This is an optimization exercise on Yosys and OpenROAD, whose aim is small area and a short achievable clock period, not a production implementation. RTL that was checked went through simulation tests only; none was proved equivalent to the original. No functional check of the RTL was part of runs 3 and 4. No activity file was given, so power comes from the tool's default toggle rates.

## flow/run.sh

```bash
#!/bin/bash
# The standard layout, with buf_2 cells as the port buffers and setup repair
# aimed at a 2.72 ns period (slack margin 5.28 ns at the 8 ns clock).
set -euo pipefail
bash standard.sh SETUP_SLACK_MARGIN=5.42 "BUFFER_PORTS_ARGS=-buffer_cell sky130_fd_sc_hd__buf_2" finish > standard.log 2>&1
```

## standard.sh

```bash
#!/bin/bash
# synth_recipe.tcl (not shown) runs the flow's synth.tcl, then flattens the netlist and writes it again
# the make line also repeats each setting of config.mk as NAME=value (left out here)
make -C /OpenROAD-flow-scripts/flow DESIGN_CONFIG=/design/flow/config.mk WORK_HOME=/design/flow/orfs CLKGATE_MAP_FILE= SYNTH_SCRIPT=/design/flow/synth_recipe.tcl "${@:-finish}"
```

## config.mk

```make
export PLATFORM = sky130hd
export DESIGN_NAME = fpu16_top
export DESIGN_NICKNAME = fpu16_top
export VERILOG_FILES = /design/flow/design.v
export SDC_FILE = /design/flow/constraint.sdc
export NUM_CORES = 4
export LEC_CHECK = 0
export ABC_AREA = 1
export CAP_MARGIN = 20
export CORE_MARGIN = 2
export CORE_UTILIZATION = 60
export CTS_CLUSTER_DIAMETER = 100
export CTS_CLUSTER_SIZE = 30
export SETUP_SLACK_MARGIN = 5.0
export SLEW_MARGIN = 20
```

## constraint.sdc

```tcl
create_clock -name core_clock -period 8.0 [get_ports {aclk}]
set_input_delay 1.6000 -clock core_clock [delete_from_list [all_inputs] [get_ports {aclk}]]
set_output_delay 1.6000 -clock core_clock [all_outputs]
set_load 0.01 [all_outputs]
```

## design.v

```verilog
module mul11_cs(
    input  [10:0] x,
    input  [5:0] neg,
    input  [5:0] one,
    input  [5:0] two,
    output [21:0] r0,
    output [21:0] r1,
    output [21:0] r2
    );
    wire neg0 = neg[0];
    wire one0 = one[0];
    wire two0 = two[0];
    wire neg1 = neg[1];
    wire one1 = one[1];
    wire two1 = two[1];
    wire neg2 = neg[2];
    wire one2 = one[2];
    wire two2 = two[2];
    wire neg3 = neg[3];
    wire one3 = one[3];
    wire two3 = two[3];
    wire neg4 = neg[4];
    wire one4 = one[4];
    wire two4 = two[4];
    wire neg5 = neg[5];
    wire one5 = one[5];
    wire two5 = two[5];
    wire pp0_0 = ((one0 & x[0]) | (two0 & 1'b0)) ^ neg0;
    wire pp0_1 = ((one0 & x[1]) | (two0 & x[0])) ^ neg0;
    wire pp0_2 = ((one0 & x[2]) | (two0 & x[1])) ^ neg0;
    wire pp0_3 = ((one0 & x[3]) | (two0 & x[2])) ^ neg0;
    wire pp0_4 = ((one0 & x[4]) | (two0 & x[3])) ^ neg0;
    wire pp0_5 = ((one0 & x[5]) | (two0 & x[4])) ^ neg0;
    wire pp0_6 = ((one0 & x[6]) | (two0 & x[5])) ^ neg0;
    wire pp0_7 = ((one0 & x[7]) | (two0 & x[6])) ^ neg0;
    wire pp0_8 = ((one0 & x[8]) | (two0 & x[7])) ^ neg0;
    wire pp0_9 = ((one0 & x[9]) | (two0 & x[8])) ^ neg0;
    wire pp0_10 = ((one0 & x[10]) | (two0 & x[9])) ^ neg0;
    wire pp0_11 = ((one0 & 1'b0) | (two0 & x[10])) ^ neg0;
    wire pp1_0 = ((one1 & x[0]) | (two1 & 1'b0)) ^ neg1;
    wire pp1_1 = ((one1 & x[1]) | (two1 & x[0])) ^ neg1;
    wire pp1_2 = ((one1 & x[2]) | (two1 & x[1])) ^ neg1;
    wire pp1_3 = ((one1 & x[3]) | (two1 & x[2])) ^ neg1;
    wire pp1_4 = ((one1 & x[4]) | (two1 & x[3])) ^ neg1;
    wire pp1_5 = ((one1 & x[5]) | (two1 & x[4])) ^ neg1;
    wire pp1_6 = ((one1 & x[6]) | (two1 & x[5])) ^ neg1;
    wire pp1_7 = ((one1 & x[7]) | (two1 & x[6])) ^ neg1;
    wire pp1_8 = ((one1 & x[8]) | (two1 & x[7])) ^ neg1;
    wire pp1_9 = ((one1 & x[9]) | (two1 & x[8])) ^ neg1;
    wire pp1_10 = ((one1 & x[10]) | (two1 & x[9])) ^ neg1;
    wire pp1_11 = ((one1 & 1'b0) | (two1 & x[10])) ^ neg1;
    wire pp2_0 = ((one2 & x[0]) | (two2 & 1'b0)) ^ neg2;
    wire pp2_1 = ((one2 & x[1]) | (two2 & x[0])) ^ neg2;
    wire pp2_2 = ((one2 & x[2]) | (two2 & x[1])) ^ neg2;
    wire pp2_3 = ((one2 & x[3]) | (two2 & x[2])) ^ neg2;
    wire pp2_4 = ((one2 & x[4]) | (two2 & x[3])) ^ neg2;
    wire pp2_5 = ((one2 & x[5]) | (two2 & x[4])) ^ neg2;
    wire pp2_6 = ((one2 & x[6]) | (two2 & x[5])) ^ neg2;
    wire pp2_7 = ((one2 & x[7]) | (two2 & x[6])) ^ neg2;
    wire pp2_8 = ((one2 & x[8]) | (two2 & x[7])) ^ neg2;
    wire pp2_9 = ((one2 & x[9]) | (two2 & x[8])) ^ neg2;
    wire pp2_10 = ((one2 & x[10]) | (two2 & x[9])) ^ neg2;
    wire pp2_11 = ((one2 & 1'b0) | (two2 & x[10])) ^ neg2;
    wire pp3_0 = ((one3 & x[0]) | (two3 & 1'b0)) ^ neg3;
    wire pp3_1 = ((one3 & x[1]) | (two3 & x[0])) ^ neg3;
    wire pp3_2 = ((one3 & x[2]) | (two3 & x[1])) ^ neg3;
    wire pp3_3 = ((one3 & x[3]) | (two3 & x[2])) ^ neg3;
    wire pp3_4 = ((one3 & x[4]) | (two3 & x[3])) ^ neg3;
    wire pp3_5 = ((one3 & x[5]) | (two3 & x[4])) ^ neg3;
    wire pp3_6 = ((one3 & x[6]) | (two3 & x[5])) ^ neg3;
    wire pp3_7 = ((one3 & x[7]) | (two3 & x[6])) ^ neg3;
    wire pp3_8 = ((one3 & x[8]) | (two3 & x[7])) ^ neg3;
    wire pp3_9 = ((one3 & x[9]) | (two3 & x[8])) ^ neg3;
    wire pp3_10 = ((one3 & x[10]) | (two3 & x[9])) ^ neg3;
    wire pp3_11 = ((one3 & 1'b0) | (two3 & x[10])) ^ neg3;
    wire pp4_0 = ((one4 & x[0]) | (two4 & 1'b0)) ^ neg4;
    wire pp4_1 = ((one4 & x[1]) | (two4 & x[0])) ^ neg4;
    wire pp4_2 = ((one4 & x[2]) | (two4 & x[1])) ^ neg4;
    wire pp4_3 = ((one4 & x[3]) | (two4 & x[2])) ^ neg4;
    wire pp4_4 = ((one4 & x[4]) | (two4 & x[3])) ^ neg4;
    wire pp4_5 = ((one4 & x[5]) | (two4 & x[4])) ^ neg4;
    wire pp4_6 = ((one4 & x[6]) | (two4 & x[5])) ^ neg4;
    wire pp4_7 = ((one4 & x[7]) | (two4 & x[6])) ^ neg4;
    wire pp4_8 = ((one4 & x[8]) | (two4 & x[7])) ^ neg4;
    wire pp4_9 = ((one4 & x[9]) | (two4 & x[8])) ^ neg4;
    wire pp4_10 = ((one4 & x[10]) | (two4 & x[9])) ^ neg4;
    wire pp4_11 = ((one4 & 1'b0) | (two4 & x[10])) ^ neg4;
    wire pp5_0 = (one5 & x[0]) | (two5 & 1'b0);
    wire pp5_1 = (one5 & x[1]) | (two5 & x[0]);
    wire pp5_2 = (one5 & x[2]) | (two5 & x[1]);
    wire pp5_3 = (one5 & x[3]) | (two5 & x[2]);
    wire pp5_4 = (one5 & x[4]) | (two5 & x[3]);
    wire pp5_5 = (one5 & x[5]) | (two5 & x[4]);
    wire pp5_6 = (one5 & x[6]) | (two5 & x[5]);
    wire pp5_7 = (one5 & x[7]) | (two5 & x[6]);
    wire pp5_8 = (one5 & x[8]) | (two5 & x[7]);
    wire pp5_9 = (one5 & x[9]) | (two5 & x[8]);
    wire pp5_10 = (one5 & x[10]) | (two5 & x[9]);
    wire pp5_11 = (one5 & 1'b0) | (two5 & x[10]);
    wire w1 = pp0_6 ^ pp1_4;
    wire w2 = pp0_6 & pp1_4;
    wire w3 = pp0_7 ^ pp1_5;
    wire w4 = pp0_7 & pp1_5;
    wire w5 = pp0_8 ^ pp1_6 ^ pp2_4;
    wire w6 = (pp0_8 & pp1_6) | (pp0_8 & pp2_4) | (pp1_6 & pp2_4);
    wire w7 = pp3_2 ^ pp4_0;
    wire w8 = pp3_2 & pp4_0;
    wire w9 = pp0_9 ^ pp1_7 ^ pp2_5;
    wire w10 = (pp0_9 & pp1_7) | (pp0_9 & pp2_5) | (pp1_7 & pp2_5);
    wire w11 = pp3_3 ^ pp4_1;
    wire w12 = pp3_3 & pp4_1;
    wire w13 = pp0_10 ^ pp1_8 ^ pp2_6;
    wire w14 = (pp0_10 & pp1_8) | (pp0_10 & pp2_6) | (pp1_8 & pp2_6);
    wire w15 = pp3_4 ^ pp4_2 ^ pp5_0;
    wire w16 = (pp3_4 & pp4_2) | (pp3_4 & pp5_0) | (pp4_2 & pp5_0);
    wire w17 = pp0_11 ^ pp1_9 ^ pp2_7;
    wire w18 = (pp0_11 & pp1_9) | (pp0_11 & pp2_7) | (pp1_9 & pp2_7);
    wire w19 = pp3_5 ^ pp4_3 ^ pp5_1;
    wire w20 = (pp3_5 & pp4_3) | (pp3_5 & pp5_1) | (pp4_3 & pp5_1);
    wire w21 = pp1_10 ^ pp2_8 ^ pp3_6;
    wire w22 = (pp1_10 & pp2_8) | (pp1_10 & pp3_6) | (pp2_8 & pp3_6);
    wire w23 = pp4_4 ^ pp5_2 ^ neg0;
    wire w24 = (pp4_4 & pp5_2) | (pp4_4 & neg0) | (pp5_2 & neg0);
    wire w25 = pp1_11 ^ pp2_9 ^ pp3_7;
    wire w26 = (pp1_11 & pp2_9) | (pp1_11 & pp3_7) | (pp2_9 & pp3_7);
    wire w27 = pp4_5 ^ pp5_3 ^ neg0;
    wire w28 = (pp4_5 & pp5_3) | (pp4_5 & neg0) | (pp5_3 & neg0);
    wire w29 = pp2_10 ^ pp3_8 ^ pp4_6;
    wire w30 = (pp2_10 & pp3_8) | (pp2_10 & pp4_6) | (pp3_8 & pp4_6);
    wire w31 = pp5_4 ^ ~neg0 ^ ~neg1;
    wire w32 = (pp5_4 & ~neg0) | (pp5_4 & ~neg1) | (~neg0 & ~neg1);
    wire w33 = pp2_11 ^ pp3_9 ^ pp4_7;
    wire w34 = (pp2_11 & pp3_9) | (pp2_11 & pp4_7) | (pp3_9 & pp4_7);
    wire w35 = pp5_5 ^ 1'b1;
    wire w36 = pp5_5 & 1'b1;
    wire w37 = pp3_10 ^ pp4_8 ^ pp5_6;
    wire w38 = (pp3_10 & pp4_8) | (pp3_10 & pp5_6) | (pp4_8 & pp5_6);
    wire w39 = pp3_11 ^ pp4_9;
    wire w40 = pp3_11 & pp4_9;
    wire w41 = pp0_4 ^ pp1_2;
    wire w42 = pp0_4 & pp1_2;
    wire w43 = pp0_5 ^ pp1_3;
    wire w44 = pp0_5 & pp1_3;
    wire w45 = w1 ^ pp2_2 ^ pp3_0;
    wire w46 = (w1 & pp2_2) | (w1 & pp3_0) | (pp2_2 & pp3_0);
    wire w47 = w2 ^ w3 ^ pp2_3;
    wire w48 = (w2 & w3) | (w2 & pp2_3) | (w3 & pp2_3);
    wire w49 = w4 ^ w5 ^ w7;
    wire w50 = (w4 & w5) | (w4 & w7) | (w5 & w7);
    wire w51 = w6 ^ w8 ^ w9;
    wire w52 = (w6 & w8) | (w6 & w9) | (w8 & w9);
    wire w53 = w10 ^ w12 ^ w13;
    wire w54 = (w10 & w12) | (w10 & w13) | (w12 & w13);
    wire w55 = w14 ^ w16 ^ w17;
    wire w56 = (w14 & w16) | (w14 & w17) | (w16 & w17);
    wire w57 = w18 ^ w20 ^ w21;
    wire w58 = (w18 & w20) | (w18 & w21) | (w20 & w21);
    wire w59 = w22 ^ w24 ^ w25;
    wire w60 = (w22 & w24) | (w22 & w25) | (w24 & w25);
    wire w61 = w26 ^ w28 ^ w29;
    wire w62 = (w26 & w28) | (w26 & w29) | (w28 & w29);
    wire w63 = w30 ^ w32 ^ w33;
    wire w64 = (w30 & w32) | (w30 & w33) | (w32 & w33);
    wire w65 = w34 ^ w36 ^ w37;
    wire w66 = (w34 & w36) | (w34 & w37) | (w36 & w37);
    wire w67 = w38 ^ w39 ^ pp5_7;
    wire w68 = (w38 & w39) | (w38 & pp5_7) | (w39 & pp5_7);
    wire w69 = w40 ^ pp4_10 ^ pp5_8;
    wire w70 = (w40 & pp4_10) | (w40 & pp5_8) | (pp4_10 & pp5_8);
    wire w71 = pp4_11 ^ pp5_9;
    wire w72 = pp4_11 & pp5_9;
    assign r0 = {pp5_11, w72, w70, w68, w66, w64, w62, w60, w58, w56, w54, w52, w50, w48, w46, w44, w42, w41, pp0_3, pp0_2, pp0_1, pp0_0};
    assign r1 = {1'b1, pp5_10, w71, w69, w67, w65, w63, w61, w59, w57, w55, w53, w51, w49, w47, w45, w43, pp2_0, pp1_1, pp1_0, 1'b0, neg0};
    assign r2 = {1'b0, ~neg4, 1'b1, ~neg3, 1'b1, ~neg2, w35, w31, w27, w23, w19, w15, w11, neg4, pp3_1, neg3, pp2_1, neg2, 1'b0, neg1, 1'b0, 1'b0};
endmodule
module booth_enc11(
    input  [10:0] y,
    output [5:0] neg,
    output [5:0] one,
    output [5:0] two
    );
    assign neg[0] = y[1];
    assign one[0] = y[0] ^ 1'b0;
    assign two[0] = (y[1] & ~y[0] & ~1'b0) | (~y[1] & y[0] & 1'b0);
    assign neg[1] = y[3];
    assign one[1] = y[2] ^ y[1];
    assign two[1] = (y[3] & ~y[2] & ~y[1]) | (~y[3] & y[2] & y[1]);
    assign neg[2] = y[5];
    assign one[2] = y[4] ^ y[3];
    assign two[2] = (y[5] & ~y[4] & ~y[3]) | (~y[5] & y[4] & y[3]);
    assign neg[3] = y[7];
    assign one[3] = y[6] ^ y[5];
    assign two[3] = (y[7] & ~y[6] & ~y[5]) | (~y[7] & y[6] & y[5]);
    assign neg[4] = y[9];
    assign one[4] = y[8] ^ y[7];
    assign two[4] = (y[9] & ~y[8] & ~y[7]) | (~y[9] & y[8] & y[7]);
    assign neg[5] = 1'b0;
    assign one[5] = y[10] ^ y[9];
    assign two[5] = (1'b0 & ~y[10] & ~y[9]) | (~1'b0 & y[10] & y[9]);
endmodule
module lzc12(
    input  [11:0] op,
    output [3:0]  cnt
    );
    assign cnt =
        op[11] ? 4'd0 : op[10] ? 4'd1 : op[9] ? 4'd2 : op[8] ? 4'd3 :
        op[7] ? 4'd4 : op[6] ? 4'd5 : op[5] ? 4'd6 : op[4] ? 4'd7 :
        op[3] ? 4'd8 : op[2] ? 4'd9 : op[1] ? 4'd10 : op[0] ? 4'd11 : 4'd12;
endmodule
module fpu_cmp_core(
    input  [15:0] a,
    input  [15:0] b,
    output        ge,
    output        mag_gt
    );
    wire gt, eq;
    mag_cmp15 u_mag(.x(a[14:0]), .y(b[14:0]), .gt(gt), .eq(eq));
    assign ge = (a[15] ^ b[15]) ? ~a[15] : (a[15] ? ~gt : (gt | eq));
    assign mag_gt = gt;
endmodule
module mag_cmp15(
    input  [14:0] x,
    input  [14:0] y,
    output        gt,
    output        eq
    );
    wire [15:0] g0 = {1'b0, x & ~y};
    wire [15:0] e0 = {1'b1, ~(x ^ y)};
    wire [7:0] g1, e1;
    wire [3:0] g2, e2;
    wire [1:0] g3, e3;
    genvar i;
    generate
        for (i = 0; i < 8; i = i + 1) begin : l1
            assign g1[i] = g0[2*i+1] | (e0[2*i+1] & g0[2*i]);
            assign e1[i] = e0[2*i+1] & e0[2*i];
        end
        for (i = 0; i < 4; i = i + 1) begin : l2
            assign g2[i] = g1[2*i+1] | (e1[2*i+1] & g1[2*i]);
            assign e2[i] = e1[2*i+1] & e1[2*i];
        end
        for (i = 0; i < 2; i = i + 1) begin : l3
            assign g3[i] = g2[2*i+1] | (e2[2*i+1] & g2[2*i]);
            assign e3[i] = e2[2*i+1] & e2[2*i];
        end
    endgenerate
    assign gt = g3[1] | (e3[1] & g3[0]);
    assign eq = e3[1] & e3[0];
endmodule
module fpu16_top(
    input         aclk,
    input  [15:0] a,
    input  [15:0] b,
    input         a_valid,
    input         b_valid,
    output [15:0] add_result,
    output        add_valid,
    output [15:0] sub_result,
    output        sub_valid,
    output [15:0] mul_result,
    output        mul_valid,
    output [7:0]  cmp_result,
    output        cmp_valid
    );
    reg v0, v1, v2, v3, v4, v5;
    always @(posedge aclk) begin
        v0 <= a_valid & b_valid;
        v1 <= v0; v2 <= v1; v3 <= v2; v4 <= v3; v5 <= v4;
    end
    reg [15:0] a0, b0;
    reg cmp_q, a_gt;
    wire ge, mag_gt;
    fpu_cmp_core u_cmp(.a(a), .b(b), .ge(ge), .mag_gt(mag_gt));
    always @(posedge aclk) begin
        a0 <= a;
        b0 <= b;
        cmp_q <= ge;
        a_gt <= mag_gt;
    end
    assign cmp_result = {7'b0, cmp_q};
    assign cmp_valid = v0;
    wire [14:0] l0 = a_gt ? a0[14:0] : b0[14:0];
    wire [14:0] s0 = a_gt ? b0[14:0] : a0[14:0];
    wire hl0 = |l0[14:10];
    wire hs0 = |s0[14:10];
    wire [4:0] d0 = {l0[14:11], l0[10] | ~hl0} - {s0[14:11], s0[10] | ~hs0};
    wire [5:0] bn0, bo0, bt0;
    booth_enc11 u_be(.y({hs0, s0[9:0]}), .neg(bn0), .one(bo0), .two(bt0));
    reg [14:0] l1, s1;
    reg ls1, es1, fs1, hl1, hs1;
    reg [5:0] bo1, bt1;
    reg [4:0] d1;
    always @(posedge aclk) begin
        l1  <= l0;
        s1  <= s0;
        ls1 <= a_gt ? a0[15] : b0[15];
        es1 <= a0[15] ^ b0[15];
        fs1 <= a_gt ? a0[15] : ~b0[15];
        hl1 <= hl0;
        hs1 <= hs0;
        bo1 <= bo0;
        bt1 <= bt0;
        d1  <= d0;
    end
    wire [4:0] le1 = {l1[14:11], l1[10] | ~hl1};
    wire [4:0] se1 = {s1[14:11], s1[10] | ~hs1};
    wire [13:0] s_ext = {hs1, s1[9:0], 3'b0};
    wire [13:0] s_shr = d1[4] ? 14'b0 : s_ext >> d1[3:0];
    wire [13:0] s_lost = d1[4] ? s_ext : s_ext & ~(14'h3fff << d1[3:0]);
    reg [14:0] l2;
    reg [13:0] sal2;
    reg ls2, es2, fs2, hl2, linf2, pani2, bz2;
    always @(posedge aclk) begin
        l2    <= l1;
        sal2  <= {s_shr[13:1], s_shr[0] | (|s_lost)};
        ls2   <= ls1;
        es2   <= es1;
        fs2   <= fs1;
        hl2   <= hl1;
        linf2 <= &l1[14:10];
        pani2 <= es1 & (&s1[14:10]) & ~(|l1[9:0]) & ~(|s1[9:0]);
        bz2   <= ~hl1 & ~(|l1[9:0]);
    end
    wire [13:0] sal_e = linf2 ? 14'b0 : sal2;
    wire [13:0] l_ext = {hl2, l2[9:0], 3'b0};
    reg [14:0] ps3;
    reg [13:0] ms3;
    reg [4:0] le3;
    reg linf3, ls3, es3, fs3, pani3, bz3;
    always @(posedge aclk) begin
        ps3   <= {1'b0, l_ext} + {1'b0, sal_e};
        ms3   <= l_ext - sal_e;
        le3   <= {l2[14:11], l2[10] | ~hl2};
        linf3 <= linf2;
        ls3   <= ls2;
        es3   <= es2;
        fs3   <= fs2;
        pani3 <= pani2;
        bz3   <= bz2;
    end
    wire p_nf = ps3[14];
    wire [9:0] p_fr = p_nf ? ps3[13:4] : ps3[12:3];
    wire p_g  = p_nf ? ps3[3] : ps3[2];
    wire p_r  = p_nf ? ps3[2] : ps3[1];
    wire p_st = p_nf ? (ps3[1] | ps3[0]) : ps3[0];
    wire [4:0] p_e = p_nf ? le3 + 5'd1 : (ps3[13] ? le3 : 5'd0);
    wire p_inc = p_g & (p_r | p_st | p_fr[0]);
    wire [10:0] m_force = (le3 >= 5'd12) ? 11'b0 : (11'b1 << (5'd11 - le3));
    wire [10:0] m_top = ms3[13:3] | m_force;
    wire [3:0] m_sh =
        m_top[10] ? 4'd0 : m_top[9] ? 4'd1 : m_top[8] ? 4'd2 : m_top[7] ? 4'd3 :
        m_top[6] ? 4'd4 : m_top[5] ? 4'd5 : m_top[4] ? 4'd6 : m_top[3] ? 4'd7 :
        m_top[2] ? 4'd8 : m_top[1] ? 4'd9 : m_top[0] ? 4'd10 : 4'd11;
    wire [13:0] m_n = ms3 << m_sh;
    wire [10:0] m_t = ms3[13:3];
    wire [3:0] m_lz =
        m_t[10] ? 4'd0 : m_t[9] ? 4'd1 : m_t[8] ? 4'd2 : m_t[7] ? 4'd3 :
        m_t[6] ? 4'd4 : m_t[5] ? 4'd5 : m_t[4] ? 4'd6 : m_t[3] ? 4'd7 :
        m_t[2] ? 4'd8 : m_t[1] ? 4'd9 : m_t[0] ? 4'd10 : 4'd11;
    wire [5:0] m_ed = {1'b0, le3} - {2'b0, m_lz};
    wire [4:0] m_e = (m_ed[5] | (m_ed == 6'd0)) ? 5'd0 : m_ed[4:0];
    wire m_inc = (m_sh == 4'd0) ? ms3[2] & (ms3[1] | ms3[0] | ms3[3]) :
                 (m_sh == 4'd1) ? ms3[1] & (ms3[0] | ms3[2]) : 1'b0;
    reg [14:0] pv4, mv4;
    reg pinc4, minc4, mz4, linf4, ls4, es4, fs4, pani4, bz4;
    always @(posedge aclk) begin
        pv4   <= {p_e, p_fr};
        pinc4 <= p_inc;
        mv4   <= {m_e, m_n[12:3]};
        minc4 <= m_inc;
        mz4   <= ~(|ms3);
        linf4 <= linf3;
        ls4   <= ls3;
        es4   <= es3;
        fs4   <= fs3;
        pani4 <= pani3;
        bz4   <= bz3;
    end
    wire [14:0] p_rnd = pv4 + pinc4;
    wire [14:0] m_rnd = mv4 + minc4;
    wire [14:0] p_res = ((&p_rnd[14:10]) & ~linf4) ? 15'h7c00 : p_rnd;
    wire [14:0] m_res = ((&m_rnd[14:10]) & ~linf4) ? 15'h7c00 : m_rnd;
    wire [14:0] add_mag = es4 ? m_res : p_res;
    wire [14:0] sub_mag = es4 ? p_res : m_res;
    wire zs = bz4 & ls4 & ~es4;
    wire [15:0] add_c = pani4 ? 16'hfe00 : bz4 ? {zs, 15'b0} :
                        (es4 & mz4) ? 16'b0 : {ls4, add_mag};
    wire [15:0] sub_c = pani4 ? 16'hfe00 : bz4 ? {zs, 15'b0} :
                        (~es4 & mz4) ? 16'b0 : {fs4, sub_mag};
    reg [15:0] add_q, sub_q;
    reg add_vq, sub_vq;
    always @(posedge aclk) begin
        add_q  <= add_c;
        sub_q  <= sub_c;
        add_vq <= v4 & ~(&add_c[14:10]);
        sub_vq <= v4 & ~(&sub_c[14:10]);
    end
    assign add_result = add_q;
    assign add_valid = add_vq;
    assign sub_result = sub_q;
    assign sub_valid = sub_vq;
    wire [10:0] m_x = {hl1, l1[9:0]};
    wire [10:0] m_y = {hs1, s1[9:0]};
    wire [21:0] cs0, cs1, cs2;
    wire [5:0] bn1 = {1'b0, m_y[9], m_y[7], m_y[5], m_y[3], m_y[1]};
    mul11_cs u_mul(.x(m_x), .neg(bn1), .one(bo1), .two(bt1), .r0(cs0), .r1(cs1), .r2(cs2));
    wire nan1 = &l1[14:10];
    wire psel1 = (&s1[14:10]) & (ls1 ^ fs1);
    wire [9:0] payload = psel1 ? s1[9:0] : l1[9:0];
    reg [21:0] cs0_2, cs1_2, cs2_2;
    reg [6:0] t2;
    reg msg2, nan2, zero2;
    always @(posedge aclk) begin
        cs0_2 <= nan1 ? {2'b01, payload, 10'b0} : cs0;
        cs1_2 <= nan1 ? 22'b0 : cs1;
        cs2_2 <= nan1 ? 22'b0 : cs2;
        t2    <= {2'b0, le1} + {2'b0, se1} - 7'd15;
        msg2  <= es1;
        nan2  <= nan1;
        zero2 <= ~hs1 & ~(|s1[9:0]);
    end
    wire [21:0] q_s = cs0_2 ^ cs1_2 ^ cs2_2;
    wire [21:0] q_c = (cs0_2 & cs1_2) | (cs0_2 & cs2_2) | (cs1_2 & cs2_2);
    wire [21:0] q_sum = q_s + {q_c[20:0], 1'b0};
    reg [21:0] q3;
    reg [6:0] t3;
    reg msg3, nan3, zero3;
    always @(posedge aclk) begin
        q3    <= q_sum;
        t3    <= t2;
        msg3  <= msg2;
        nan3  <= nan2;
        zero3 <= zero2;
    end
    wire [3:0] lq;
    lzc12 u_lq(q3[21:10], lq);
    wire normal = ~t3[6] & (t3[5:0] >= {2'b0, lq});
    reg [21:0] q4;
    reg [6:0] l4, e4;
    reg normal4, msg4, nan4, zero4;
    always @(posedge aclk) begin
        q4      <= q3;
        l4      <= normal ? {3'b0, lq} : t3;
        e4      <= t3 + 7'd1 - {3'b0, lq};
        normal4 <= normal;
        msg4    <= msg3;
        nan4    <= nan3;
        zero4   <= zero3;
    end
    wire [32:0] q_pad = {q4, 11'b0};
    wire [6:0] q_sh = 7'd11 - l4;
    wire [32:0] q_z16 = q_sh[4] ? q_pad >> 16 : q_pad;
    wire [32:0] q_z8  = q_sh[3] ? q_z16 >> 8 : q_z16;
    wire [32:0] q_z4  = q_sh[2] ? q_z8 >> 4 : q_z8;
    wire [32:0] q_z2  = q_sh[1] ? q_z4 >> 2 : q_z4;
    wire [32:0] q_z   = q_sh[0] ? q_z2 >> 1 : q_z2;
    wire [11:0] win = q_z[21:10];
    wire [22:0] below = ~({23{1'b1}} << q_sh[4:0]);
    wire st4 = |(q4 & below[22:1]);
    wire [6:0] e4p1 = e4 + 7'd1;
    reg [10:0] mant5;
    reg [4:0] e5;
    reg inc5, ovn5, ovc5, normal5, msg5, nan5, zero5;
    always @(posedge aclk) begin
        mant5   <= win[11:1];
        inc5    <= win[0] & (st4 | win[1]);
        e5      <= e4[4:0];
        ovn5    <= normal4 & ($signed(e4) > 30);
        ovc5    <= normal4 & ($signed(e4p1) > 30);
        normal5 <= normal4;
        msg5    <= msg4;
        nan5    <= nan4;
        zero5   <= zero4;
    end
    wire [11:0] mr = {1'b0, mant5} + inc5;
    wire carry = inc5 & (&mant5);
    wire ovf = carry ? ovc5 : ovn5;
    wire [4:0] field = ~normal5 ? {4'b0, mr[10]} : carry ? e5 + 5'd1 : e5;
    wire [15:0] mul_c = nan5 ? {msg5, 5'b11111, mr[9:0]} : zero5 ? {msg5, 15'b0} :
                        ovf ? {msg5, 5'b11111, 10'b0} : {msg5, field, mr[9:0]};
    wire mul_err = nan5 | (ovf & ~zero5);
    reg [15:0] mul_q;
    reg mul_vq;
    always @(posedge aclk) begin
        mul_q  <= mul_c;
        mul_vq <= v5 & ~mul_err;
    end
    assign mul_result = mul_q;
    assign mul_valid = mul_vq;
endmodule
```

==> key figures, run 1 <==
Outcome
  – Run status: timing/DRC/antenna clean

Timing
  – TNS Setup: 0 ns
  – Post-route minimum period: 2.599 ns
  – Achievable frequency: 0.3848 GHz
  – Final number of max-transition violations: 0
  – Final clock period utilization by the worst path: 0.3248
  – Worst Clk Skew: 0.01431 ns
  – Post-layout worst setup margin: 5.401 ns
  – Number of hold-slack violations in the final timing report: 0
  – RSZ-0062 raised after global routing: true
  – Worst max-slew margin expressed relative to the limit: 0.3603
  – Worst-margin pin slew: 0.9495 ns
  – Final setup vio count: 0

Route
  – Initial DRC Count: about 980
  – Overall via count from detail_route: approximately 16000
  – Residual antenna-violating net count after detailed routing: 0
  – DR pass1 iterations: 6
  – Total wire length after detailed routing: 46910 um
  – Per-cell routed wire length: 16.14 um
  – Vias per cell: ~5.4
  – DRC viols: 0

Critical path
  – Reg2Reg Launch Point: cs2_2[4]
  – Family with the most delay on the worst path: compound AO/OA/AOI/OAI gates
  – Kind of capture point of the worst setup path: flop
  – Ordered list of cells on the worst path: fa_1 > ha_4 > inv_4 > o21bai_4 > nand3_2 > nand2_2 > nand2_1 > o211ai_1 > a31oi_1 > o21ai_1 > a21oi_2 > o21ai_1 > xor2_1
  – FF-to-FF setup slack: 5.40 ns
  – Biggest fanout along the worst timing path: 5
  – Dominant cell type by count on the critical path: sky130_fd_sc_hd__o21ai_1
  – Required time of the worst setup path: approximately 8.4 ns
  – Reg2reg end: q3[17]
  – Depth of the worst register-to-register path: 13
  – Max incr delay on CP: 0.53 ns
  – Arrival @ worst endpoint: about 3.0 ns
  – Slowest cell on the critical path: sky130_fd_sc_hd__fa_1
  – Startpoint-to-endpoint class of the critical path: reg -> reg
  – Worst path bufs/invs: 1
  – Kind of start point of the critical path: flop

Place
  – Post-DP HPWL: 34960 um
  – Final GP Congestion: 0.9249
  – Count of buffers inserted at the top-level ports: 87
  – Worst slack, placed: 4.700 ns

Synth
  – Proportion of register bits with asynchronous set or reset after synthesis: 0
  – Number of enable-type register cells in the synthesized netlist: 0
  – Cell Area, Synth: 0.01955 mm2
  – Synth Warn #: 1
  – Yosys cell types: 64
  – Synth Register Bits: 412
  – Synth Area per Inst: 8.198 um2
  – Gate count after technology mapping: 2385
  – Sequential area share after synthesis: 0.4218
  – Main flop type after synthesis: sky130_fd_sc_hd__dfxtp_1

Global routing
  – Pin count of the biggest net entering global routing: between 50 and 60
  – Antenna violations before repair: 0
  – Global-route wire length before repair: 73220 um
  – GR Overflow Total: 0
  – Vias in the first global route: 14860
  – Total global routing track utilization: 0.2660

CTS
  – TritonCTS clock tree: done
  – Worst-case clock buffer depth: 3
  – Sink Count: around 410
  – Clk pin slew, worst setup/hold paths: 0.11 ns
  – H-tree lvl count: 1
  – Number of clock buffers inserted by TritonCTS: 17
  – Clock insertion delay at the later pin of the skew report: about 0.52 ns
  – CTS root buf: sky130_fd_sc_hd__clkbuf_16

Final layout
  – Net count, final: 2668
  – Number of filler instances in the final layout: 2668
  – Fraction of layout instances using a drive strength above 1: 0.1530
  – Commonest non-fill, non-tap cell in the layout: sky130_fd_sc_hd__nand2_1
  – Commonest non-fill, non-tap cells in the layout: sky130_fd_sc_hd__nand2_1 (429), sky130_fd_sc_hd__dfxtp_1 (362), sky130_fd_sc_hd__inv_1 (305)
  – Area overhead of the layout relative to synthesis: 13.13%
  – Ant. Diodes: 0
  – Register area: 0.008323 mm2
  – Multi-input combinational cell area: 0.01052 mm2

Pwr
  – Leak Pwr: 0.01038 uW
  – Overall Power: a little under 10000 uW
  – Power per unit of standard cell area: 447.3 mW/mm2
  – VDD IR-drop max: between 0.3 and 0.4 mV

Die
  – Boundary pin count: 95
  – Die Footprint: 0.03405 mm2
  – Height of the die: 184.5 um
  – Core Area: 0.03229 mm2
  – DIE WIDTH: ~180 um
  – Initial core utilization: 0.6056
  – Floorplan row count: 66

Min path
  – Type of the most critical hold path: reg -> reg
  – Launch instance of the worst min-delay path: l2[11]
  – Number of cells on the worst hold path: 0
  – End point of the most critical hold path: le3[1]

Run
  – Number of maximum-capacitance constraint violations: 0
[stage by stage]
step           cells  utilization  area (um2)  hold slack, ns
2_1_floorplan   2391            -       19640          0.3096
3_3_place_gp    2844       0.6289       20310          0.3107
3_5_place_dp    2844       0.6289       20310          0.3121
4_1_cts         2883       0.6541       21120          0.3247
5_1_grt         2906       0.6851       22120          0.3318
6_report        2906       0.6851       22120          0.3274
[Yosys cell counts, types with 3 or more instances]
library cell	instances	share of area
sky130_fd_sc_hd__nand2_1	440	0.084
sky130_fd_sc_hd__dfxtp_1	412	0.42
sky130_fd_sc_hd__inv_1	323	0.062
sky130_fd_sc_hd__nor2_1	169	0.032
sky130_fd_sc_hd__o21ai_0	144	0.037
sky130_fd_sc_hd__a21oi_1	128	0.033
sky130_fd_sc_hd__ha_1	118	0.076
sky130_fd_sc_hd__nand3_1	118	0.030
sky130_fd_sc_hd__xor2_1	107	0.048
sky130_fd_sc_hd__o22ai_1	71	0.023
sky130_fd_sc_hd__clkbuf_1	57	0.011
sky130_fd_sc_hd__fa_1	51	0.052
sky130_fd_sc_hd__xnor2_1	23	0.010
sky130_fd_sc_hd__nor3_1	22	0.0056
sky130_fd_sc_hd__clkinv_1	16	0.0031
sky130_fd_sc_hd__nand4_1	12	0.0038
sky130_fd_sc_hd__or2_2	12	0.0038
sky130_fd_sc_hd__a31oi_1	10	0.0032
sky130_fd_sc_hd__buf_4	10	0.0038
sky130_fd_sc_hd__nor2_2	10	0.0032
sky130_fd_sc_hd__o221ai_1	9	0.0040
sky130_fd_sc_hd__a211oi_1	8	0.0031
sky130_fd_sc_hd__o21ai_1	8	0.0020
sky130_fd_sc_hd__o21bai_1	8	0.0031
sky130_fd_sc_hd__buf_1	7	0.0013
sky130_fd_sc_hd__mux2i_1	7	0.0036
sky130_fd_sc_hd__nor4_1	7	0.0022
sky130_fd_sc_hd__o211ai_1	7	0.0027
sky130_fd_sc_hd__inv_2	6	0.0012
sky130_fd_sc_hd__o31ai_1	6	0.0023
sky130_fd_sc_hd__nand3b_1	5	0.0019
sky130_fd_sc_hd__buf_2	4	0.0010
sky130_fd_sc_hd__nand2_2	4	0.0013
sky130_fd_sc_hd__nand3_2	4	0.0020
sky130_fd_sc_hd__o21a_1	4	0.0015
sky130_fd_sc_hd__a21o_1	3	0.0012
[sequential cells by signal (all words and copies together), names as in the netlist, 16 cells and up]
register	cells
b0	16
mul_q	16
add_q	16
a0	16
sub_q	16
cs0_2	22
cs2_2	17
q3	22
cs1_2	20
q4	22
[where the power goes]
part	leakage (uW)	switching, uW	total, uW	internal (uW)
sequential	0.00346	596	3470	2870
clock	0.000214	595	983	389
combinational	0.00670	3180	5440	2270
[per-layer routing]
layer | GRT usage | vias up | part of all wire
met4 | 0.08768 | 0 | 0.036
li1 | - | 7826 | -
met3 | 0.02766 | 113 | 0.049
met1 | 0.3440 | 7327 | 0.44
met2 | 0.4650 | 516 | 0.48
met5 | 0 | - | 0
[cells by family after synthesis]
kind of cell / Yosys count / share of synthesized area
xor+xnor: 130 / 0.05823
simple gates: 816 / 0.1792
fa+ha+maj: 169 / 0.1277
buf+inv: 424 / 0.08396
mux: 7 / 0.003584
other cells: 1 / 0.0001918
compound gates: 426 / 0.1252
flops: 412 / 0.4218
[area by class of cell]
type                       count  area share
timing repair inverter         1   0.0003394
clock buffer                  17     0.01923
clock inverter                 2   0.0005656
tap                          442     0.02500
inverter                     345     0.06132
multi-input combinational   1559      0.4757
sequential                   412      0.3763
timing repair buffer         128     0.04157
[worst max path at each step]
stage | depth (start not counted) | slack [ns] | from | end
6_report | 13 | 5.40 | cs2_2[4] | q3[17]
5_1_grt | 13 | 5.28 | cs2_2[4] | q3[17]
4_1_cts | 12 | 5.32 | l4[2] | inc5
3_5_place_dp | 12 | 4.70 | l4[2] | inc5
3_3_place_gp | 12 | 4.69 | l4[2] | inc5
2_1_floorplan | 10 | 5.18 | b[1] | cmp_q
[timing repair]
action / 4_1_cts / 5_1_grt
endpoints found under the setup margin: 77 / 143
cloned: 2 / 3
resized for setup: 65 / 203
endpoints found under the hold margin: 0 / 0
buffers inserted: 18 / 20
hold buffers: 0 / 0
pin swaps: 6 / 53
==> run 2: changes to the inputs <==
==> flow/run.sh (replaced) <==
#!/bin/bash
# The standard layout, with buf_2 cells as the port buffers and setup repair
# aimed at a 2.72 ns period (slack margin 5.28 ns at the 8 ns clock).
set -euo pipefail
bash standard.sh SETUP_SLACK_MARGIN=5.36 "BUFFER_PORTS_ARGS=-buffer_cell sky130_fd_sc_hd__buf_2" finish > standard.log 2>&1
==> run 2 against run 1 <==
  * Area after synthesis is the same
  * Final area is 1.9% lower
  * Maximum frequency is 0.15% lower
  * Largest cell class unchanged
  * Largest power group unchanged
==> key figures, run 2 <==
Critical path
  – Biggest fanout along the worst timing path: 1
  – Kind of start point of the critical path: flop
  – Kind of capture point of the worst setup path: primary output
  – Ordered list of cells on the worst path: buf_2
  – Arrival @ worst endpoint: 1.00 ns
  – Worst path bufs/invs: 1
  – Number of logic stages on the critical path including buffering: 1
  – Slowest cell on the critical path: sky130_fd_sc_hd__dfxtp_1
  – Required time of the worst setup path: 6.40 ns
  – First element of the critical path: cmp_q
  – Reg2Reg Launch Point: cs1_2[4]
  – Depth of the worst register-to-register path: 13
  – Family with the most delay on the worst path: flip-flops
  – Startpoint-to-endpoint class of the critical path: reg -> out
  – Max incr delay on CP: 0.34 ns

Pwr
  – Share of power burned in registers: 0.354
  – Power per unit of standard cell area: 446.0 mW/mm2
  – Switching Share: 0.4421
  – Int Power: between 5000 and 6000 uW
  – Share of power burned in the clock network: 0.104
  – Net Switching: 4281 uW
  – Combinational share of power: 0.542
  – VDD IR-drop max: 0.3768 mV
  – Leak Pwr: slightly above 0.01 uW

Min path
  – Launch instance of the worst min-delay path: q3[6]
  – Number of cells on the worst hold path: 0
  – Type of the most critical hold path: reg -> reg

Global routing
  – Total global routing track utilization: 0.2645
  – Vias in the first global route: 14660
  – Antenna violations before repair: 0
  – GR Overflow Total: 0
  – Pin count of the biggest net entering global routing: 57
  – Global-route wire length before repair: 73080 um

Outcome
  – Run status: timing/DRC/antenna clean

Final layout
  – Number of filler instances in the final layout: 2700
  – Fraction of layout instances using a drive strength above 1: 0.1279
  – Layout Cells excl Fill: 2905
  – Commonest non-fill, non-tap cell in the layout: sky130_fd_sc_hd__nand2_1
  – Top Registers: cs0_2 (22), q3 (22), q4 (22)
  – Ant. Diodes: 0
  – Area overhead of the layout relative to synthesis: 11.03%
  – Register area: between 0.008 and 0.009 mm2
  – Commonest non-fill, non-tap cells in the layout: sky130_fd_sc_hd__nand2_1 (433), sky130_fd_sc_hd__dfxtp_1 (391), sky130_fd_sc_hd__inv_1 (311)
  – Net count, final: 2666
  – Multi-input combinational cell area: 0.01031 mm2

Route
  – Vias per cell: 5.357
  – Overall via count from detail_route: 15560
  – Initial DRC Count: between 1000 and 1500
  – Residual antenna-violating net count after detailed routing: 0
  – DR pass1 iterations: 8
  – Total wire length after detailed routing: 45740 um
  – Per-cell routed wire length: 15.75 um
  – DRC viols: 0

Synth
  – Yosys cell types: 64
  – Cell Area, Synth: 0.01955 mm2
  – Proportion of register bits with asynchronous set or reset after synthesis: 0
  – Top cell type's share of synthesized area: 0.4218
  – Number of enable-type register cells in the synthesized netlist: 0
  – Largest cells by area after synthesis: sky130_fd_sc_hd__dfxtp_1 (42%), sky130_fd_sc_hd__nand2_1 (8.4%), sky130_fd_sc_hd__ha_1 (7.6%), sky130_fd_sc_hd__inv_1 (6.2%), sky130_fd_sc_hd__fa_1 (5.2%)
  – Gate count after technology mapping: 2385
  – Synth Area per Inst: 8.198 um2
  – Top cell type by total area after synthesis: sky130_fd_sc_hd__dfxtp_1
  – Top post-synthesis cells by count: sky130_fd_sc_hd__nand2_1 (440), sky130_fd_sc_hd__dfxtp_1 (412), sky130_fd_sc_hd__inv_1 (323), sky130_fd_sc_hd__nor2_1 (169), sky130_fd_sc_hd__o21ai_0 (144)
  – Main flop type after synthesis: sky130_fd_sc_hd__dfxtp_1
  – Most common cell in the netlist: sky130_fd_sc_hd__nand2_1
  – Synth Warn #: 1
  – Synth Register Bits: ~410
  – Sequential area share after synthesis: 0.4218

Timing
  – Worst max-slew margin expressed relative to the limit: 0.3796
  – Final setup vio count: 0
  – Worst-margin pin slew: slightly above 0.9 ns
  – Final clock period utilization by the worst path: 0.3253
  – Post-layout worst setup margin: 5.397 ns
  – Final number of max-transition violations: 0
  – Post-route minimum period: 2.603 ns
  – Worst Clk Skew: 0.02568 ns
  – Achievable frequency: slightly below 0.4 GHz
  – RSZ-0062 raised after global routing: true
  – TNS Setup: 0 ns
  – Number of hold-slack violations in the final timing report: 0

Place
  – Final GP Congestion: 0.9338
  – Placed Cells incl. Taps: 2844
  – Count of buffers inserted at the top-level ports: 87
  – Post-DP HPWL: 34630 um
  – Worst slack, placed: 4.643 ns

Die
  – Die Footprint: 0.03405 mm2
  – DIE WIDTH: 184.5 um
  – Height of the die: between 150 and 200 um
  – Floorplan row count: 66
  – Core Area: 0.03229 mm2
  – Initial core utilization: 0.6056
  – Boundary pin count: 95

CTS
  – H-tree lvl count: 1
  – Clock insertion delay at the later pin of the skew report: about 0.54 ns
  – TritonCTS clock tree: done
  – Worst-case clock buffer depth: 3
  – Clk pin slew, worst setup/hold paths: 0.11 ns
  – Number of clock buffers inserted by TritonCTS: 17
  – Sink Count: 412
  – Hold buffers post-CTS: 0
  – CTS root buf: sky130_fd_sc_hd__clkbuf_16

Run
  – Number of maximum-capacitance constraint violations: 0
==> run 2: what timing repair did <==
action | 4_1_cts | 5_1_grt
setup buffers | 17 | 21
pin swaps | 4 | 37
resized for setup | 35 | 129
endpoints found under the setup margin | 55 | 88
gates cloned | 1 | 2
==> run 2: power groups by stage <==
stage	clock (uW)	sequential, uW	combinational, uW
2_1_floorplan	0	3270	3530
3_3_place_gp	0	3410	4530
3_5_place_dp	0	3440	4600
4_1_cts	1030	3390	4780
5_1_grt	1100	3520	5920
6_report	1010	3430	5250
==> run 2: path summary, 6_finish.rpt <==
kind	endpoint	slack, ns
max reg2reg	q3[17]	5.43
max	cmp_result[0]	5.40
min reg2reg	q4[6]	0.34
min	q4[6]	0.34
==> run 2: cell families after synthesis <==
| kind of cell | share of synthesized area |
|---|---|
| buffers and inverters | 0.08396 |
| adder cells (fa/ha/maj) | 0.1277 |
| AND/OR/NAND/NOR | 0.1792 |
| multiplexers | 0.003584 |
| AO/OA/AOI/OAI | 0.1252 |
| other | 0.0001918 |
| flip-flops | 0.4218 |
| XOR/XNOR | 0.05823 |
==> run 2: worst reg2reg max path, cell delays in order (launching register included) <==
cell,delay (ns)
sky130_fd_sc_hd__dfxtp_1,0.33
sky130_fd_sc_hd__fa_1,0.59
sky130_fd_sc_hd__ha_4,0.24
sky130_fd_sc_hd__inv_2,0.07
sky130_fd_sc_hd__o21bai_2,0.07
sky130_fd_sc_hd__nand3_1,0.07
sky130_fd_sc_hd__nand2_1,0.08
sky130_fd_sc_hd__nand2_1,0.06
sky130_fd_sc_hd__o211ai_1,0.14
sky130_fd_sc_hd__a31oi_2,0.26
sky130_fd_sc_hd__o21ai_2,0.10
sky130_fd_sc_hd__a21oi_2,0.20
sky130_fd_sc_hd__o21ai_2,0.07
sky130_fd_sc_hd__xor2_1,0.15
==> run 2: per-layer routing <==
layer | GRT usage | routed length [um] | up-vias
met3 | 0.02727 | 2154 | 109
met4 | 0.08992 | 1674 | 0
li1 | - | - | 7811
met5 | 0 | 0 | -
met2 | 0.4568 | 21890 | 498
met1 | 0.3459 | 20020 | 7143
==> run 2: final cells by class <==
class                   count  area share
clock inverters             2   0.0008069
repair buffers            128     0.03493
multi-input cells        1557      0.4751
well taps                 442     0.02547
inverters                 345     0.06178
clock buffers              18     0.02023
flip-flops and latches    412      0.3814
repair inverters            1   0.0003458
==> run 2: metrics by stage <==
step           power [uW]  area (um2)  hold WS [ns]    util
3_3_place_gp         7945       20300        0.3099  0.6288
6_report             9683       21710        0.3357  0.6724
4_1_cts              9207       21000        0.3363  0.6505
5_1_grt             10540       21710        0.3421  0.6724
2_1_floorplan        6793       19640        0.3096       -
3_5_place_dp         8038       20300        0.3121  0.6288
==> run 3: changes to the inputs <==
--- a/design.v
+++ b/design.v
@@ -438,3 +438,4 @@
     reg [21:0] q4;
-    reg [6:0] l4, e4;
+    reg [6:0] e4;
+    reg [4:0] q_sh;
     reg normal4, msg4, nan4, zero4;
@@ -442,3 +443,3 @@
         q4      <= q3;
-        l4      <= normal ? {3'b0, lq} : t3;
+        q_sh    <= normal ? 5'd11 - {1'b0, lq} : 5'd11 - t3[4:0];
         e4      <= t3 + 7'd1 - {3'b0, lq};
@@ -450,3 +451,2 @@
     wire [32:0] q_pad = {q4, 11'b0};
-    wire [6:0] q_sh = 7'd11 - l4;
     wire [32:0] q_z16 = q_sh[4] ? q_pad >> 16 : q_pad;
--- a/flow/run.sh
+++ b/flow/run.sh
@@ -2,3 +2,3 @@
 # The standard layout, with buf_2 cells as the port buffers and setup repair
-# aimed at a 2.72 ns period (slack margin 5.28 ns at the 8 ns clock).
+# aimed at a 2.64 ns period (slack margin 5.36 ns at the 8 ns clock).
 set -euo pipefail
==> run 3 against run 2 <==
  * Still clean on timing, DRC and antenna
  * Global-route usage up 0.50 points
  * Largest cell class unchanged
  * Largest power group unchanged
  * Clock power about the same
  * Sequential share of layout area down 0.13 points
==> key figures, run 3 <==
Die
  – Boundary pin count: 95
  – Floorplan row count: 66
  – Die Footprint: 0.03408 mm2
  – Core Area: 0.03229 mm2
  – Height of the die: between 150 and 200 um
  – DIE WIDTH: 184.6 um
  – Initial core utilization: 0.6061

Critical path
  – Reg2Reg Launch Point: minc4
  – Kind of start point of the critical path: flop
  – Required time of the worst setup path: 8.40 ns
  – Depth of the worst register-to-register path: 17
  – Biggest fanout along the worst timing path: 5
  – First element of the critical path: minc4
  – Arrival @ worst endpoint: between 2 and 3 ns
  – FF-to-FF setup slack: 5.41 ns
  – Kind of capture point of the worst setup path: flop
  – Startpoint-to-endpoint class of the critical path: reg -> reg
  – Critical Path Sink: add_q[4]
  – Reg2reg end: add_q[4]

Route
  – Highest routed layer: met4
  – DRC viols: 0
  – Detailed route wirelength on metal3: 2686 um
  – Vias per cell: 5.405
  – Per-cell routed wire length: approximately 16 um
  – DR pass1 iterations: 6
  – Residual antenna-violating net count after detailed routing: 0
  – Detailed-routed wire length on met2: roughly 22000 um
  – Initial DRC Count: 1247
  – Total wire length after detailed routing: between 40000 and 50000 um
  – M1 WL: 19650 um
  – Overall via count from detail_route: 15740

Synth
  – Number of enable-type register cells in the synthesized netlist: 0
  – Synth Area per Inst: 8.178 um2
  – Gate count after technology mapping: 2393
  – Sequential area share after synthesis: 0.4215
  – Top post-synthesis cells by count: sky130_fd_sc_hd__nand2_1 (438), sky130_fd_sc_hd__dfxtp_1 (412), sky130_fd_sc_hd__inv_1 (324), sky130_fd_sc_hd__nor2_1 (182), sky130_fd_sc_hd__o21ai_0 (159)
  – Cell Area, Synth: around 0.020 mm2
  – Largest cells by area after synthesis: sky130_fd_sc_hd__dfxtp_1 (42%), sky130_fd_sc_hd__nand2_1 (8.4%), sky130_fd_sc_hd__ha_1 (7.4%), sky130_fd_sc_hd__inv_1 (6.2%), sky130_fd_sc_hd__fa_1 (5.2%)
  – Top cell type by total area after synthesis: sky130_fd_sc_hd__dfxtp_1
  – Synth Register Bits: between 400 and 500
  – Proportion of register bits with asynchronous set or reset after synthesis: 0
  – Yosys cell types: 62
  – Top cell type's share of synthesized area: 0.4215
  – Main flop type after synthesis: sky130_fd_sc_hd__dfxtp_1
  – Synth Warn #: 1
  – Most common cell in the netlist: sky130_fd_sc_hd__nand2_1

Place
  – Final GP Congestion: 0.9602
  – Count of buffers inserted at the top-level ports: 87
  – Worst slack, placed: 4.723 ns
  – Post-DP HPWL: roughly 35000 um

Global routing
  – Global-route wire length before repair: 73630 um
  – Antenna violations before repair: 1
  – GR Overflow Total: 0
  – Total global routing track utilization: 0.2695
  – Vias in the first global route: 14840
  – Pin count of the biggest net entering global routing: 64

Pwr
  – Power per unit of standard cell area: 436.6 mW/mm2
  – Leak Pwr: between 0.01 and 0.015 uW
  – VDD IR-drop max: roughly 0.22 mV

Run
  – Number of maximum-capacitance constraint violations: 0

Min path
  – Number of cells on the worst hold path: 0
  – Type of the most critical hold path: reg -> reg

Timing
  – Achievable frequency: around 0.39 GHz
  – Post-route minimum period: 2.593 ns
  – RSZ-0062 raised after global routing: true
  – Worst Clk Skew: 0.01748 ns
  – Number of hold-slack violations in the final timing report: 0
  – Worst-margin pin slew: 0.9081 ns
  – Final setup vio count: 0
  – TNS Setup: 0 ns
  – Worst max-slew margin expressed relative to the limit: 0.3882
  – Final clock period utilization by the worst path: 0.3242
  – Final number of max-transition violations: 0
  – Post-layout worst setup margin: around 5.4 ns

CTS
  – Worst-case clock buffer depth: 3
  – Number of clock buffers inserted by TritonCTS: 17
  – CTS root buf: sky130_fd_sc_hd__clkbuf_16
  – TritonCTS clock tree: done
  – H-tree lvl count: 1
  – Clock insertion delay at the later pin of the skew report: 0.52 ns
  – Sink Count: 412
  – Clk pin slew, worst setup/hold paths: 0.11 ns

Final layout
  – Net count, final: 2670
  – Fraction of layout instances using a drive strength above 1: 0.1381
  – Top Registers: cs0_2 (22), q3 (22), q4 (22)
  – Number of filler instances in the final layout: 2682
  – Area overhead of the layout relative to synthesis: 11.39%
  – Commonest non-fill, non-tap cells in the layout: sky130_fd_sc_hd__nand2_1 (416), sky130_fd_sc_hd__dfxtp_1 (389), sky130_fd_sc_hd__inv_1 (311)
  – Commonest non-fill, non-tap cell in the layout: sky130_fd_sc_hd__nand2_1

Outcome
  – Run status: timing/DRC/antenna clean
run 3: cell count changes after synthesis, sizes merged, moves of 3 or more:
cell   previous run  this run
xor2            107       110
nor3             22        19
nand3           123       135
nand4            14        17
o21ai           152       162
and2              0         3
a21oi           128       119
nor2            182       188
run 3: how the worst min path moves through the flow:
stage                        to  start  slack [ns]
after floorplan             bz3    bz2        0.31
after global placement    zero5  zero4        0.31
after detailed placement     v3     v2        0.31
after CTS                 zero3  zero2        0.34
after global routing      t3[0]  t2[0]        0.34
final                     zero3  zero2        0.34
run 3: per-layer routing:
layer / track usage / vias up
met5: 0 / -
li1: - / 7844
met1: 0.3427 / 7163
met3: 0.03576 / 138
met4: 0.1139 / 0
met2: 0.4606 / 594
run 3: report_power, final:
group | internal, uW | switching (uW) | leakage [uW] | total (uW)
sequential | 2860 | 588 | 0.00346 | 3450
combinational | 2080 | 3000 | 0.00667 | 5080
clock | 399 | 593 | 0.000225 | 992
run 3: cells by family (layout without fill, tap and decap cells):
group,Yosys count,after routing,synth area share
AOI/OAI and AO/OA,420,420,0.1227
xor gates and xnor gates,134,134,0.06036
adders and majority gates,167,167,0.1263
buffers and inverters,422,490,0.08459
DFF,412,412,0.4215
muxes,5,5,0.002558
other,1,8,0.0001916
and+or+nand+nor,832,834,0.1818
run 3: layout make-up:
cell class,count,area [um2],area share
clock buffer,18,439.2,0.02015
antenna,1,2.502,0.0001148
timing repair inverter,1,5.005,0.0002296
sequential,412,8284,0.3800
clock inverter,2,10.01,0.0004592
timing repair buffer,124,738.2,0.03387
tap,442,553.0,0.02537
multi-input combinational,1567,10430,0.4785
inverter,345,1336,0.06130
run 3: worst max-delay path, stage by stage (launching register included):
cell                      delay [ns]
sky130_fd_sc_hd__dfxtp_2        0.36
sky130_fd_sc_hd__ha_4           0.15
sky130_fd_sc_hd__ha_4           0.14
sky130_fd_sc_hd__nand2_4        0.06
sky130_fd_sc_hd__nor2_4         0.09
sky130_fd_sc_hd__nand2_2        0.08
sky130_fd_sc_hd__nor2_4         0.09
sky130_fd_sc_hd__nand2_2        0.08
sky130_fd_sc_hd__nor2_4         0.19
sky130_fd_sc_hd__nand3_4        0.10
sky130_fd_sc_hd__nor3_4         0.26
sky130_fd_sc_hd__xor2_4         0.24
sky130_fd_sc_hd__buf_12         0.14
sky130_fd_sc_hd__nand4_4        0.16
sky130_fd_sc_hd__nand3_2        0.13
sky130_fd_sc_hd__nand2_1        0.07
sky130_fd_sc_hd__nand2_1        0.09
sky130_fd_sc_hd__a21oi_1        0.05
run 3: stage by stage:
step / power (uW) / area (um2) / hold slack (ns) / instances / utilization
after global placement: 7790 / 20260 / 0.3099 / 2853 / 0.6273
final: 9517 / 21800 / 0.3364 / 2912 / 0.6751
after global routing: 10390 / 21800 / 0.3435 / 2911 / 0.6750
after floorplan: 6731 / 19610 / 0.3096 / 2399 / -
after CTS: 9018 / 20890 / 0.3363 / 2882 / 0.6470
after detailed placement: 7890 / 20260 / 0.3121 / 2853 / 0.6273
run 3: repair_timing:
item | in CTS | in global routing
hold buffers | 0 | 0
setup buffers | 9 | 26
gates cloned | 0 | 3
setup endpoints to repair | 64 | 77
resized for setup | 36 | 170
pin swaps | 5 | 50
==> run 4: changes to the inputs <==
==> flow/run.sh (replaced) <==
#!/bin/bash
# The standard layout, with buf_2 cells as the port buffers and setup repair
# aimed at a 2.64 ns period (slack margin 5.36 ns at the 8 ns clock).
set -euo pipefail
bash standard.sh SETUP_SLACK_MARGIN=5.39 "BUFFER_PORTS_ARGS=-buffer_cell sky130_fd_sc_hd__buf_2" finish > standard.log 2>&1
==> run 4 against run 3 <==
  * Die area unchanged
  * Clock power increased by 0.5%
  * First-iteration DRC count increased by 0.16%
  * Sequential share of layout area decreased by 0.43 points
  * Clock skew about the same
  * Routed wire length increased by 1.0%
  * Via count increased by 0.16%
==> key figures, run 4 <==
CTS
  – Worst-case clock buffer depth: 3
  – Clk pin slew, worst setup/hold paths: between 0.1 and 0.15 ns
  – Hold buffers post-CTS: 0
  – Clock insertion delay at the later pin of the skew report: about 0.52 ns
  – TritonCTS clock tree: done
  – Number of clock buffers inserted by TritonCTS: 17
  – H-tree lvl count: 1
  – Sink Count: 412
  – CTS root buf: sky130_fd_sc_hd__clkbuf_16

Final layout
  – Commonest non-fill, non-tap cell in the layout: sky130_fd_sc_hd__nand2_1
  – Number of filler instances in the final layout: 2637
  – Top Registers: cs0_2 (22), q3 (22), q4 (22)
  – Commonest non-fill, non-tap cells in the layout: sky130_fd_sc_hd__nand2_1 (417), sky130_fd_sc_hd__dfxtp_1 (372), sky130_fd_sc_hd__inv_1 (309)
  – Area overhead of the layout relative to synthesis: 12.99%
  – Net count, final: 2679
  – Fraction of layout instances using a drive strength above 1: 0.1525
  – Layout Cells excl Fill: 2921

Route
  – Overall via count from detail_route: 15760
  – Per-cell routed wire length: 16.03 um
  – Residual antenna-violating net count after detailed routing: 0
  – DRC viols: 0
  – DR pass1 iterations: 6
  – Total wire length after detailed routing: 46820 um
  – Initial DRC Count: 1249
  – Vias per cell: 5.397

Pwr
  – Leak Pwr: about 0.010 uW
  – Share of power burned in registers: 0.356
  – Int Power: 5469 uW
  – Share of power burned in the clock network: 0.102
  – VDD IR-drop max: 0.2201 mV
  – Combinational share of power: 0.542
  – Net Switching: 4262 uW
  – Power per unit of standard cell area: 440.1 mW/mm2
  – Switching Share: 0.4380

Synth
  – Synth Register Bits: 412
  – Yosys cell types: 62
  – Number of enable-type register cells in the synthesized netlist: 0
  – Main flop type after synthesis: sky130_fd_sc_hd__dfxtp_1
  – Sequential area share after synthesis: 0.4215
  – Top cell type's share of synthesized area: 0.4215
  – Gate count after technology mapping: 2393
  – Top cell type by total area after synthesis: sky130_fd_sc_hd__dfxtp_1
  – Proportion of register bits with asynchronous set or reset after synthesis: 0
  – Largest cells by area after synthesis: sky130_fd_sc_hd__dfxtp_1 (42%), sky130_fd_sc_hd__nand2_1 (8.4%), sky130_fd_sc_hd__ha_1 (7.4%), sky130_fd_sc_hd__inv_1 (6.2%), sky130_fd_sc_hd__fa_1 (5.2%)
  – Top post-synthesis cells by count: sky130_fd_sc_hd__nand2_1 (438), sky130_fd_sc_hd__dfxtp_1 (412), sky130_fd_sc_hd__inv_1 (324), sky130_fd_sc_hd__nor2_1 (182), sky130_fd_sc_hd__o21ai_0 (159)
  – Cell Area, Synth: approximately 0.020 mm2
  – Most common cell in the netlist: sky130_fd_sc_hd__nand2_1
  – Synth Warn #: 1
  – Synth Area per Inst: 8.178 um2

Timing
  – Post-route minimum period: 2.600 ns
  – Worst-margin pin slew: 0.9077 ns
  – Number of hold-slack violations in the final timing report: 0
  – Achievable frequency: 0.3846 GHz
  – Final clock period utilization by the worst path: 0.3250
  – Final number of max-transition violations: 0
  – RSZ-0062 raised after global routing: true
  – TNS Setup: 0 ns
  – Final setup vio count: 0
  – Worst Clk Skew: 0.01779 ns
  – Worst max-slew margin expressed relative to the limit: 0.3885

Critical path
  – Required time of the worst setup path: between 8 and 9 ns
  – Dominant cell type by count on the critical path: sky130_fd_sc_hd__nor2_4
  – Biggest fanout along the worst timing path: 5
  – Startpoint-to-endpoint class of the critical path: reg -> reg
  – Number of logic stages on the critical path including buffering: 17
  – Family with the most delay on the worst path: simple AND/OR/NAND/NOR gates
  – Max incr delay on CP: 0.36 ns
  – Depth of the worst register-to-register path: 17
  – Kind of capture point of the worst setup path: flop
  – Slowest cell on the critical path: sky130_fd_sc_hd__dfxtp_2
  – Ordered list of cells on the worst path: ha_4 > ha_4 > nand2_4 > nor2_4 > nand2_2 > nor2_4 > nand2_2 > nor2_4 > nand3_4 > nor3_4 > xor2_4 > buf_12 > nand4_4 > nand3_2 > nand2_1 > nand2_1 > a21oi_1
  – Worst path bufs/invs: 1
  – Kind of start point of the critical path: flop
  – Arrival @ worst endpoint: roughly 3.0 ns

Die
  – Floorplan row count: 66
  – DIE WIDTH: 184.6 um
  – Height of the die: 184.6 um
  – Boundary pin count: between 90 and 100
  – Initial core utilization: 0.6061
  – Core Area: around 0.032 mm2
  – Die Footprint: ~0.034 mm2

Min path
  – Number of cells on the worst hold path: 0
  – Type of the most critical hold path: reg -> reg

Outcome
  – Run status: timing/DRC/antenna clean

Global routing
  – GR Overflow Total: 0
  – Vias in the first global route: 14920
  – Total global routing track utilization: 0.2712
  – Global-route wire length before repair: ~74000 um
  – Antenna violations before repair: 1
  – Pin count of the biggest net entering global routing: 64

Place
  – Final GP Congestion: around 0.96
  – Count of buffers inserted at the top-level ports: 87
  – Placed Cells incl. Taps: 2853
  – Post-DP HPWL: 34970 um

Run
  – Number of maximum-capacitance constraint violations: 0
## run 4: what timing repair did
action / CTS / global route
gates resized for setup: 52 / 206
buffers inserted: 11 / 33
setup endpoints to repair: 75 / 99
pin swaps: 7 / 64
cloned: 1 / 2
## run 4: through the flow
| step | setup slack (ns) | hold WS (ns) | total power (uW) | area (um2) | util |
|---|---|---|---|---|---|
| after floorplan | 5.244 | 0.3096 | 6731 | 19610 | - |
| after global placement | 4.809 | 0.3099 | 7790 | 20260 | 0.6273 |
| after detailed placement | 4.723 | 0.3121 | 7890 | 20260 | 0.6273 |
| final | 5.400 | 0.3372 | 9730 | 22110 | 0.6848 |
| after CTS | 5.387 | 0.3363 | 9081 | 21000 | 0.6504 |
| after global routing | 5.259 | 0.3435 | 10580 | 22110 | 0.6847 |
## run 4: cell families after synthesis
kind of cell             Yosys count  synth area share
buffers and inverters            422           0.08459
multiplexers                       5          0.002558
XOR/XNOR                         134           0.06036
other                              1         0.0001916
AND/OR/NAND/NOR                  832            0.1818
flip-flops                       412            0.4215
adder cells (fa/ha/maj)          167            0.1263
AO/OA/AOI/OAI                    420            0.1227
## run 4: metal layers
metal  global-route usage  vias to the layer above  wire, um
met5                    0                        -         0
met2               0.4641                      550     22290
met4               0.1171                        0      2001
met1               0.3435                     7219     19850
li1                     -                     7870         -
met3              0.03576                      125      2685
## run 4: worst reg2reg max path: stages, from the launching register on
cell,delay [ns]
sky130_fd_sc_hd__dfxtp_2,0.36
sky130_fd_sc_hd__ha_4,0.15
sky130_fd_sc_hd__ha_4,0.14
sky130_fd_sc_hd__nand2_4,0.06
sky130_fd_sc_hd__nor2_4,0.09
sky130_fd_sc_hd__nand2_2,0.08
sky130_fd_sc_hd__nor2_4,0.10
sky130_fd_sc_hd__nand2_2,0.08
sky130_fd_sc_hd__nor2_4,0.19
sky130_fd_sc_hd__nand3_4,0.10
sky130_fd_sc_hd__nor3_4,0.26
sky130_fd_sc_hd__xor2_4,0.23
sky130_fd_sc_hd__buf_12,0.14
sky130_fd_sc_hd__nand4_4,0.16
sky130_fd_sc_hd__nand3_2,0.14
sky130_fd_sc_hd__nand2_1,0.07
sky130_fd_sc_hd__nand2_1,0.09
sky130_fd_sc_hd__a21oi_1,0.05
## run 4: power groups by stage
stage	registers, uW	logic (uW)	clock network (uW)
2_1_floorplan	3260	3470	0
3_3_place_gp	3430	4360	0
3_5_place_dp	3450	4450	0
4_1_cts	3400	4650	1030
5_1_grt	3550	5930	1100
6_report	3460	5270	997
## run 4: layout make-up
| type | instances | area (um2) | area share |
|---|---|---|---|
| Tap cell | 442 | 553.0 | 0.02501 |
| Multi-Input combinational cell | 1567 | 10570 | 0.4778 |
| Timing Repair inverter | 1 | 5.005 | 0.0002263 |
| Sequential cell | 412 | 8308 | 0.3757 |
| Clock inverter | 2 | 10.01 | 0.0004527 |
| Antenna cell | 1 | 2.502 | 0.0001132 |
| Clock buffer | 18 | 439.2 | 0.01986 |
| Inverter | 345 | 1341 | 0.06066 |
| Timing Repair Buffer | 133 | 887.1 | 0.04012 |
## run 4: path summary, 6_finish.rpt
path | from | endpoint | slack (ns)
hold / removal | zero2 | zero3 | 0.34
hold reg to reg | zero2 | zero3 | 0.34
setup / recovery | minc4 | add_q[4] | 5.40
setup reg to reg | minc4 | add_q[4] | 5.40

-- re-timing with driven ports --
The results above use ideal ports. As a check the final layouts listed here were re-extracted and re-timed, cells and wires unchanged.
Step 1, drivers: a clkbuf_16 drives aclk and a buf_2 each remaining input, both assumed.
Step 2 adds t to the input delays and takes it off the output delays; t is the mean of the earliest and latest rising clock arrival at the registers after step 1. Input paths then give back, and output paths get back, about the clock's delay inside the block.
Three values: ideal ports, drivers, drivers and shift; two values: the first two.
| run | t (ns) | setup WS [ns] | worst hold slack (ns) | worst setup path after step 2 | latest minus earliest clock arrival (ns) |
|---|---|---|---|---|---|
| run 1 | 0.565 | 5.401 / 5.383 / 4.982 | 0.327 / 0.327 / 0.327 | input to register | 0.014 / 0.015 |
| run 2 | 0.579 | 5.397 / 5.348 / 4.894 | 0.336 / 0.336 / 0.336 | input to register | 0.027 / 0.028 |
| run 3 | 0.567 | 5.407 / 5.362 / 4.899 | 0.336 / 0.336 / 0.336 | input to register | 0.017 / 0.018 |
| run 4 | 0.568 | 5.400 / 5.373 / 4.925 | 0.337 / 0.337 / 0.337 | input to register | 0.019 / 0.019 |
After both steps every run listed still meets setup and hold. The setup slack of run 3, which loses most, moves by -0.045 ns with the drivers and by -0.508 ns with both steps.
